Background: an optimization exercise with open tools, aiming at small area, a short achievable clock period and few clock cycles per item. Do not read the settings as production practice.
At most, simulation tests tie the RTL to the original design; equivalence was not proved.
Only the layout flow was run in run 2; the RTL was not checked for function there.

==> design.v <==
module assignment (
    input logic clk,
    input logic NRST,
    input logic start,
    input logic [10:0] A,
    input logic [10:0] B,
    output logic [20:0] result,
    output logic ready
);
    logic [10:0] a_value;
    logic [10:0] b_value;
    int b_dec_value;
    logic [20:0] mul_value;
    logic [11:0] bcd;
    logic [10:0] binary_round_0;
    logic [10:0] binary_round_1;
    logic [10:0] binary_round_2;
    logic [20:0] accumlator;
    logic [1:0] state;
    always_ff @(posedge clk or negedge NRST) begin 
        if (NRST == 0) begin 
            result <= 0;
            ready <= 0;
            a_value <= 0;
            b_value <= 0;
            b_dec_value <= 0;
            mul_value <= 0;
            binary_round_0 <= 0;
            binary_round_1 <= 0;
            binary_round_2 <= 0;
            accumlator <= 0;
            state <= 0;
        end else if (start == 1) begin
            if (state == 0) begin 
                ready <= 0;
                accumlator <= 0;
                a_value <= A;
                b_value <= B;
                b_dec_value <= B; 
                state <= 1;
            end else if (state == 1) begin 
                binary_round_0 <= b_dec_value % 10; 
                binary_round_1 <= (b_dec_value / 10) % 10;
                binary_round_2 <= (b_dec_value / 100) % 10;
                mul_value <= $unsigned(a_value) * $unsigned(b_dec_value % 10);
                accumlator <= accumlator + $unsigned(a_value) * $unsigned(b_dec_value % 10);
                state <= 2;
            end else if (state == 2) begin 
                mul_value <= $unsigned(a_value) * $unsigned(binary_round_1) * 10;
                accumlator <= accumlator + $unsigned(a_value) * $unsigned(binary_round_1) * 10;
                state <= 3;
            end else if (state == 3) begin 
                mul_value <= $unsigned(a_value) * $unsigned(binary_round_2) * 100;
                accumlator <= accumlator + $unsigned(a_value) * $unsigned(binary_round_2) * 100;
                result <= accumlator + $unsigned(a_value) * $unsigned(binary_round_2) * 100;
                ready <= 1;
                state <= 0;
            end 
        end 
    end 
endmodule
==> run.sh <==
#!/bin/bash
# synth_recipe.tcl (not shown) runs the flow's synth.tcl, then flattens the netlist and writes it again
# the make line also repeats each setting of config.mk as NAME=value (left out here)
make -C /OpenROAD-flow-scripts/flow DESIGN_CONFIG=/design/flow/config.mk WORK_HOME=/design/flow/orfs CLKGATE_MAP_FILE= SYNTH_SCRIPT=/design/flow/synth_recipe.tcl finish
==> config.mk <==
export PLATFORM = sky130hd
export DESIGN_NAME = assignment
export DESIGN_NICKNAME = assignment
export VERILOG_FILES = /design/flow/design.v
export SDC_FILE = /design/flow/constraint.sdc
export NUM_CORES = 4
export LEC_CHECK = 0
export CAP_MARGIN = 20
export CORE_MARGIN = 2
export CORE_UTILIZATION = 40
export SLEW_MARGIN = 20
==> constraint.sdc <==
create_clock -name core_clock -period 12.5 [get_ports {clk}]
set_input_delay 2.5000 -clock core_clock [delete_from_list [all_inputs] [get_ports {clk}]]
set_output_delay 2.5000 -clock core_clock [all_outputs]
set_load 0.01 [all_outputs]
==> results of run 1 <==
## worst max-delay path by stage
stage / endpoint / cells past startpoint / from / slack [ps]
after floorplan: accumlator[20] / 56 / b_dec_value[8] / 2070
after global placement: accumlator[20] / 51 / b_dec_value[8] / 890
after detailed placement: accumlator[20] / 48 / b_dec_value[8] / 570
after CTS: accumlator[20] / 48 / b_dec_value[8] / 550
after global routing: accumlator[20] / 52 / b_dec_value[8] / -10
final: accumlator[20] / 54 / b_dec_value[8] / 850
## Yosys cell counts, drive strengths merged, types with 33 or more instances
cell type  instances  share of area
buf               36         0.0095
dfrtp             89          0.093
and2             154          0.040
nor2             120          0.019
clkbuf           119          0.019
o21ai            145          0.031
ha               267           0.14
nor3              33         0.0084
o21bai            39          0.012
inv              459          0.072
fa               312           0.26
a21oi            158          0.034
nand2            385          0.061
xnor2            126          0.047
## cells by family after synthesis
group / synth area share
AND/OR/NAND/NOR: 0.1698
XOR/XNOR: 0.05747
AO/OA/AOI/OAI: 0.1624
multiplexers: 0.01655
adder cells (fa/ha/maj): 0.4010
buffers and inverters: 0.1002
flip-flops: 0.09267
## stage by stage
| step | setup WS [ps] | TNS (ps) | instances |
|---|---|---|---|
| floorplan | 2073 | 0 | 2893 |
| global placement | 890.5 | 0 | 3591 |
| detailed placement | 573.6 | 0 | 3591 |
| CTS | 546.1 | 0 | 3607 |
| global route | -11.69 | -11.69 | 3608 |
| finish | 846.3 | 0 | 3608 |
## worst max-delay path, delay by kind of cell (launching register included)
family | cells | cell delay (ps)
DFF | 1 | 410
and+or+nand+nor | 13 | 2240
AOI/OAI and AO/OA | 20 | 4130
xor gates and xnor gates | 4 | 760
muxes | 1 | 330
buffers and inverters | 9 | 920
adders and majority gates | 7 | 2690
## area by class of cell
class                      instances  share of cell area
tap                              773             0.03805
sequential                        89             0.08762
multi-input combinational       2189              0.7645
inverter                         460             0.06813
timing repair buffer              81             0.02835
clock buffer                      11            0.009944
clock inverter                     5            0.003397
## sequential cells by signal (all words and copies together) (netlist names)
name and count:
accumlator 21, result 21, a_value 11, b_dec_value 11, binary_round_1 11, binary_round_2 11, state 2, ready 1
## repair_timing
action | CTS | global route
setup buffers | 0 | 1
hold buffers | 0 | 0
gates resized for setup | 0 | 3
setup endpoints to repair | 0 | 2
## layer usage
layer	part of all wire	wire length, µm	GRT usage	vias to the layer above
met4	0.024	1490	0.05852	0
met3	0.044	2757	0.02341	74
met2	0.48	30150	0.3578	489
met5	0	0	0	-
met1	0.45	28630	0.2764	9723
li1	-	-	-	9320
==> impl.org, run 1 <==
** Outcome
- Outcome :: timing/DRC/antenna clean

** Layout
- From synthesis to final layout, the design area changed by 5.753%.
- Fill cell count :: 5917
- Area used by multi-input combinational logic :: 19430 µm²
- At the end of the flow, the number of nets in the layout was 3434.
- Measured on the finished design, the core utilization comes to 0.4290.
- Final cell area excluding filler cells :: 25420 µm²
- Antenna Diode Count :: 0
- Most common cell after layout, fill and taps aside :: sky130_fd_sc_hd__inv_1
- Across the whole layout, storage elements account for 2227 µm².
- Most frequent cells in the layout :: sky130_fd_sc_hd__inv_1, sky130_fd_sc_hd__nand2_1, sky130_fd_sc_hd__fa_1, sky130_fd_sc_hd__ha_1, sky130_fd_sc_hd__and2_1
- Share of layout cells above drive strength 1 :: 0.05679

** Routing
- Once detail routing completed, the nets flagged for antenna violations numbered 0.
- The routed layout has 19.61k vias.
- The first detailed-routing pass took 6 iterations.
- For this run, design rule violations remaining after detail routing come to 0.
- Drt initial violations :: 1319
- Via density per instance :: 5.434
- Routed wirelength normalized by instance count :: 17.47 µm
- Final routed wirelength across all metal layers :: 63.03 mm

** STA
- Hold_ws :: 480.9 ps
- Final setup vio count :: 0
- Relative max-transition margin :: 0.3697
- Timing would allow up to 85.81 MHz.
- Fin Clk Skew :: 17.84 ps
- The number of pins with negative max-slew slack in the final report was 0.
- Time the worst path needs with I/O delays and setup :: 11650 ps
- Final period util :: 0.9323
- Count of endpoints failing hold in the final timing report :: 0
- For the pin with the worst max-slew slack, the measured transition is 936.9 ps.

** GRT
- Wire length of the first global-routing pass :: 105.1 mm
- After global routing the overflow that remains totals 0.
- Across every metal layer, demand over resource in global routing totals 0.2080.
- Entering global routing, the biggest net connects 54 pins.
- Antenna violations before repair :: 0
- The number of global-route vias before repair came to 20.35k.

** Placed design
- # port buffers :: 46
- Detail Placement HPWL :: 50.73 mm
- At the end of routability-driven placement, the weighted congestion stood at 0.8909.
- Summing all placed instances gives a cell area of 25050 µm².

** Clocking
- The H-tree generated during clock tree synthesis spans 3 levels.
- After clock tree synthesis, the clock-pin slew on the worst setup and hold paths is 70 ps.
- TritonCTS clock tree :: done
- The later pin in the worst-skew pair is clocked with a latency of 400 ps.
- Number of CTS-inserted buffers :: 9
- In this run the deepest clock path goes through 2 buffers.
- Root buffer cell :: sky130_fd_sc_hd__clkbuf_16
- Counting every sink on the clock net gives 89.

** Setup path
- The worst setup path is captured at a flop.
- Critical R2R Capture :: accumlator[20]
- Largest fanout on the critical path :: 13
- Data on the critical path arrives at its endpoint at 11900 ps.
- Critical path start-end classification :: reg2reg
- Setup slack of the most critical reg-to-reg path :: 850 ps
- The worst register-to-register path begins at b_dec_value[8].
- Category of the worst setup path launch point :: flop
- Worst-path cell with the longest stage delay :: sky130_fd_sc_hd__fa_1
- Number of cells on the worst reg-to-reg path :: 54
- Delay of the slowest cell on the worst path :: 530 ps
- Data on the critical path is required at its endpoint by 12750 ps.

** Floorplanning
- For this configuration, the core starts out at a cell density of 0.4057.
- In this run the standard cell core region covers 59240 µm².
- The initialized floorplan defines 89 standard-cell rows.
- Total Die Area :: 62060 µm²
- For this design the top-level I/O count stands at 47.
- Floorplan die width :: 249.1 µm
- The die is 249.1 µm tall.

** Yosys
- Post-Syn Area per Cell :: 8.308 µm²
- The share of the Yosys chip area taken by registers is 0.09266.
- EDFF count, synth :: 0
- Post-synthesis net count :: 3497
- Synth Instances :: 2893
- Counting flops with an async set or reset pin after synthesis yields a share of 1.000.
- Distinct cells, synth :: 116
- Among all flip-flop cells after synthesis, the most frequent one is sky130_fd_sc_hd__dfrtp_1.
- For this run, the number of Yosys warnings is 1.
- After synthesis the netlist holds a flip-flop and latch count of 89.
- Cell area after synthesis :: 24030 µm²

** Worst hold path
- Min-Delay Startpoint :: result[7]
- Type of the tightest min-delay check :: reg2reg
- The worst hold path was traced through 2 stages.
- Destination of the worst hold path :: result[7]

** Run
- Max-cap violations :: 0
Testbench counts, summed over its fixed seeds: cycles 6,400, items 1,600.
==> inputs of run 2 (changes only) <==
==> design.v (replaced) <==
module assignment (
    input logic clk,
    input logic NRST,
    input logic start,
    input logic [10:0] A,
    input logic [10:0] B,
    output logic [20:0] result,
    output logic ready
);
    logic        busy;
    logic        accept;
    logic [10:0] a_value;
    logic [9:0]  b_mod;
    logic [9:0]  b_mod_next;
    assign accept = start & ~busy;
    always_comb begin
        if (B >= 11'd2000)      b_mod_next = 10'(B - 11'd2000);
        else if (B >= 11'd1000) b_mod_next = 10'(B - 11'd1000);
        else                    b_mod_next = B[9:0];
    end
    always_ff @(posedge clk) begin
        if (accept) begin
            a_value <= A;
            b_mod   <= b_mod_next;
        end
    end
    always_ff @(posedge clk) begin
        result <= a_value * b_mod;
    end
    always_ff @(posedge clk or negedge NRST) begin
        if (!NRST) begin
            busy  <= 1'b0;
            ready <= 1'b0;
        end else begin
            busy  <= accept;
            ready <= busy | (ready & ~start);
        end
    end
endmodule
==> impl.org, run 2 <==
** Outcome
- The flow ran to the end and the layout has no timing, DRC or antenna violations.

** Yosys
- Synth Instances :: 532
- Of all flip-flops after synthesis, the portion carrying an async set or reset was 0.04545.
- Counting instances in the post-synthesis netlist gives the leading cell types as sky130_fd_sc_hd__inv_1, sky130_fd_sc_hd__and2_1, sky130_fd_sc_hd__fa_1.
- Most frequent cell after synthesis :: sky130_fd_sc_hd__inv_1
- Yosys warnings :: 1
- Synth Register Bits :: 44
- Share of synthesized area occupied by flip-flops and latches :: 0.2108
- EDFF count, synth :: 21
- Distinct cells, synth :: 50
- Averaged over all synthesized cells, the footprint is 9.819 µm².
- Cell area after synthesis :: 5224 µm²
- Biggest area contributors in the synthesized netlist :: sky130_fd_sc_hd__fa_1, sky130_fd_sc_hd__ha_1, sky130_fd_sc_hd__edfxtp_1
- Flip-flop cell with the highest count after synthesis :: sky130_fd_sc_hd__edfxtp_1
- Post-synthesis net count :: 689
- Top cell type's share of synthesized area :: 0.2683
- The synthesized design spends more area on one cell type than any other, namely sky130_fd_sc_hd__fa_1.

** STA
- Clock skew on the completed layout was measured at 11.03 ps.
- The smallest clock period supported by the final layout is computed as 5162 ps.
- Max Slew Vio Count :: 0
- Count of endpoints failing hold in the final timing report :: 0
- For the final routed database, the setup TNS stands at 0 ps.
- Measured against its own limit, the worst slew margin works out to 0.3139.
- Final period util :: 0.4130
- RSZ-0062 raised after global routing :: no
- F_max :: 193.7 MHz
- Setup violations remaining at the end of the flow were counted as 0.
- For the pin with the worst max-slew slack, the measured transition is 1028 ps.

** Setup path
- Top Family by Delay on Critical Path :: adder cells
- Endpoint required time on the critical path :: 12660 ps
- Type of destination of the critical path :: flop
- Worst setup startpoint :: b_mod[3]
- The number of cells on the worst reg-to-reg path is 17.
- On the worst path, the slowest cell contributes a delay of 630 ps.
- Across all register-to-register paths, the minimum setup slack is 7340 ps.
- Data on the critical path arrives at its endpoint at 5320 ps.
- The endpoint identified for the worst register-to-register timing path is result[18].
- In this run the critical register-to-register path is launched from b_mod[3].
- Critical path start-end classification :: reg2reg
- Critical-path cell list :: nand2_1 > fa_1 > inv_1 > fa_1 > inv_1 > fa_1 > inv_1 > fa_1 > inv_1 > fa_1 > inv_1 > ha_1 > nand2_1 > o21ai_0 > a21oi_1 > o311ai_1 > xor2_1
- The critical path contains buffers and inverters numbering 5 combined.
- Worst-path cell with the longest stage delay :: sky130_fd_sc_hd__edfxtp_1
- Largest fanout on the critical path :: 11
- STA classifies the critical path startpoint as a flop.

** Layout
- In the final layout, the registers with the most flip-flops are result x21, a_value x11, b_mod x10.
- Most common cell after layout, fill and taps aside :: sky130_fd_sc_hd__inv_1
- Final-stage net count :: 719
- Largest reg by FF count :: result
- Final cell area excluding filler cells :: 5973 µm²
- The multi-input combinational cells in the finished layout cover a total of 3747 µm².
- Largest register FFs :: 21
- Of the cells placed in the final design, the portion with a size suffix greater than 1 is 0.04263.
- Antenna Diode Count :: 0
- Total area of sequential cells :: 1101 µm²
- Compared with the post-synthesis result, the final layout area differs by 14.35%.
- Fill cell count :: 1255
- The library cells used most frequently in the layout, excluding fill and tap cells, are sky130_fd_sc_hd__inv_1, sky130_fd_sc_hd__and2_1, sky130_fd_sc_hd__fa_1, sky130_fd_sc_hd__nand2_1, sky130_fd_sc_hd__ha_1.

** Routing
- Pre-antenna DRT Iters :: 4
- In the routed design, unresolved DRC markers number 0.
- In this run the remaining antenna-violating nets after routing total 0.
- Top routing layer in use :: met4
- For this block, the routed nets add up to 10.83 mm of wire.
- The first routing iteration left 134 violations.
- Summed over all nets, wire length on met3 after detailed routing comes to 552 µm.
- Vias after detailed routing :: 3668
- In the final routed layout, each cell accounts on average for 14.73 µm.
- Via density per instance :: 4.990
- Detailed routing placed a total of 5.442 mm of wire on met2.
- In the final routing, the length of wire on met1 measures 4.676 mm.

** GRT
- Wire length of the first global-routing pass :: 18.17 mm
- The number of global-route vias before repair was 3793.
- Total gr overflow :: 0
- Across every metal layer, demand over resource in global routing totals 0.1631.
- Pin count of the biggest net entering global routing :: 23
- Antenna violations before repair :: 0

** Worst hold path
- The worst hold path begins at busy.
- The worst hold path belongs to the class reg2reg.
- For hold timing, the worst endpoint is ready.
- Instance count along the most critical hold path :: 1

** Run
- Max-cap violations :: 0

** Clocking
- Total number of clock tree sinks :: 44
- TritonCTS built the clock tree.
- Number of CTS-inserted buffers :: 5
- Clock tree synthesis selected as its root buffer the cell sky130_fd_sc_hd__clkbuf_16.
- Clock latency on the worst-skew pair :: 300 ps
- Buffers inserted to repair hold after CTS numbered 0.
- Number of post-CTS setup repair buffers :: 0
- Post-CTS resize count :: 0
- Clk pin slew, worst setup/hold paths :: 70 ps
- The clock tree synthesis step divided the H-tree into 2 levels.
- In this run the deepest clock path goes through 2 buffers.

** Floorplanning
- After floorplanning, the core was divided into 41 placement rows.
- Placeable core region :: 12670 µm²
- The floorplan step set the die width to 118.3 µm.
- The floorplan step set the die height to 118.3 µm.
- In this run the count of I/O pins placed on the die edge is 47.
- The die covers 13990 µm².
- Starting density of the core :: 0.4123

** Placed design
- # port buffers :: 46
- Summed over all nets, the half-perimeter wirelength after detailed placement is 8.954 mm.
- Placed cell areas :: 5806 µm²
- Final weighted congestion of routability-driven global placement :: 0.8710
[run 2: final cells by class]
type,count,area share
Tap cell,172,0.03603
Multi-Input combinational cell,390,0.6274
Sequential cell,44,0.1843
Clock inverter,3,0.007122
Inverter,75,0.04713
Timing Repair Buffer,46,0.07708
Clock buffer,5,0.02095
[run 2: metrics by stage]
step                      instances  utilization  hold WS (ps)  setup WS (ps)
after CTS                       735       0.4714         486.5           7357
after floorplan                 532            -         428.7           7871
after detailed placement        727       0.4582         473.0           7391
after global placement          727       0.4582         458.7           7366
after global routing            735       0.4714         500.5           7076
final                           735       0.4714         478.0           7338
[run 2: worst max path at each step]
stage / endpoint / slack [ps] / cells past startpoint
6_report: result[18] / 7340 / 17
5_1_grt: result[18] / 7080 / 17
4_1_cts: result[18] / 7360 / 17
3_5_place_dp: result[18] / 7390 / 17
3_3_place_gp: result[18] / 7370 / 17
2_1_floorplan: result[18] / 7870 / 18
[run 2: worst register-to-register path, stage by stage (launching register included)]
cell and delay, ps:
sky130_fd_sc_hd__edfxtp_1 630, sky130_fd_sc_hd__nand2_1 150, sky130_fd_sc_hd__fa_1 550, sky130_fd_sc_hd__inv_1 50
sky130_fd_sc_hd__fa_1 490, sky130_fd_sc_hd__inv_1 50, sky130_fd_sc_hd__fa_1 470, sky130_fd_sc_hd__inv_1 60
sky130_fd_sc_hd__fa_1 530, sky130_fd_sc_hd__inv_1 60, sky130_fd_sc_hd__fa_1 530, sky130_fd_sc_hd__inv_1 40
sky130_fd_sc_hd__ha_1 340, sky130_fd_sc_hd__nand2_1 140, sky130_fd_sc_hd__o21ai_0 180, sky130_fd_sc_hd__a21oi_1 100
sky130_fd_sc_hd__o311ai_1 520, sky130_fd_sc_hd__xor2_1 140
[run 2: layer usage]
| layer | GRT usage | up-vias |
|---|---|---|
| li1 | - | 1773 |
| met1 | 0.2129 | 1800 |
| met2 | 0.2688 | 85 |
| met3 | 0.03427 | 10 |
| met4 | 0.05497 | 0 |
| met5 | 0 | - |
[run 2: logic make-up after synthesis]
logic type | share of synthesized area
simple gates | 0.1648
fa+ha+maj | 0.4168
buf+inv | 0.07233
xor+xnor | 0.03186
mux | 0.007665
flops | 0.2108
compound gates | 0.09581

[afterwards: timing with drivers on the ports]
The flow's constraints put no driver on any port. The routed layouts listed below were extracted and timed again, unchanged, in two steps.
Step 1 assumes that a clkbuf_16 drives the clock port and a buf_2 every other input.
Step 2 also shifts input and output timing later by t, the mid clock arrival at the registers, as if the neighbouring blocks saw the same clock.
a / b / c = ideal / step 1 / step 2; a / b = the first two.
run	t, ns	setup slack, ns	worst slew at a driven data input, ns
run 1	0.443	0.846 / 0.846 / 0.846	0.05
run 2	0.334	7.338 / 7.338 / 7.338	0.04
After both steps setup and hold are still met in every run listed.
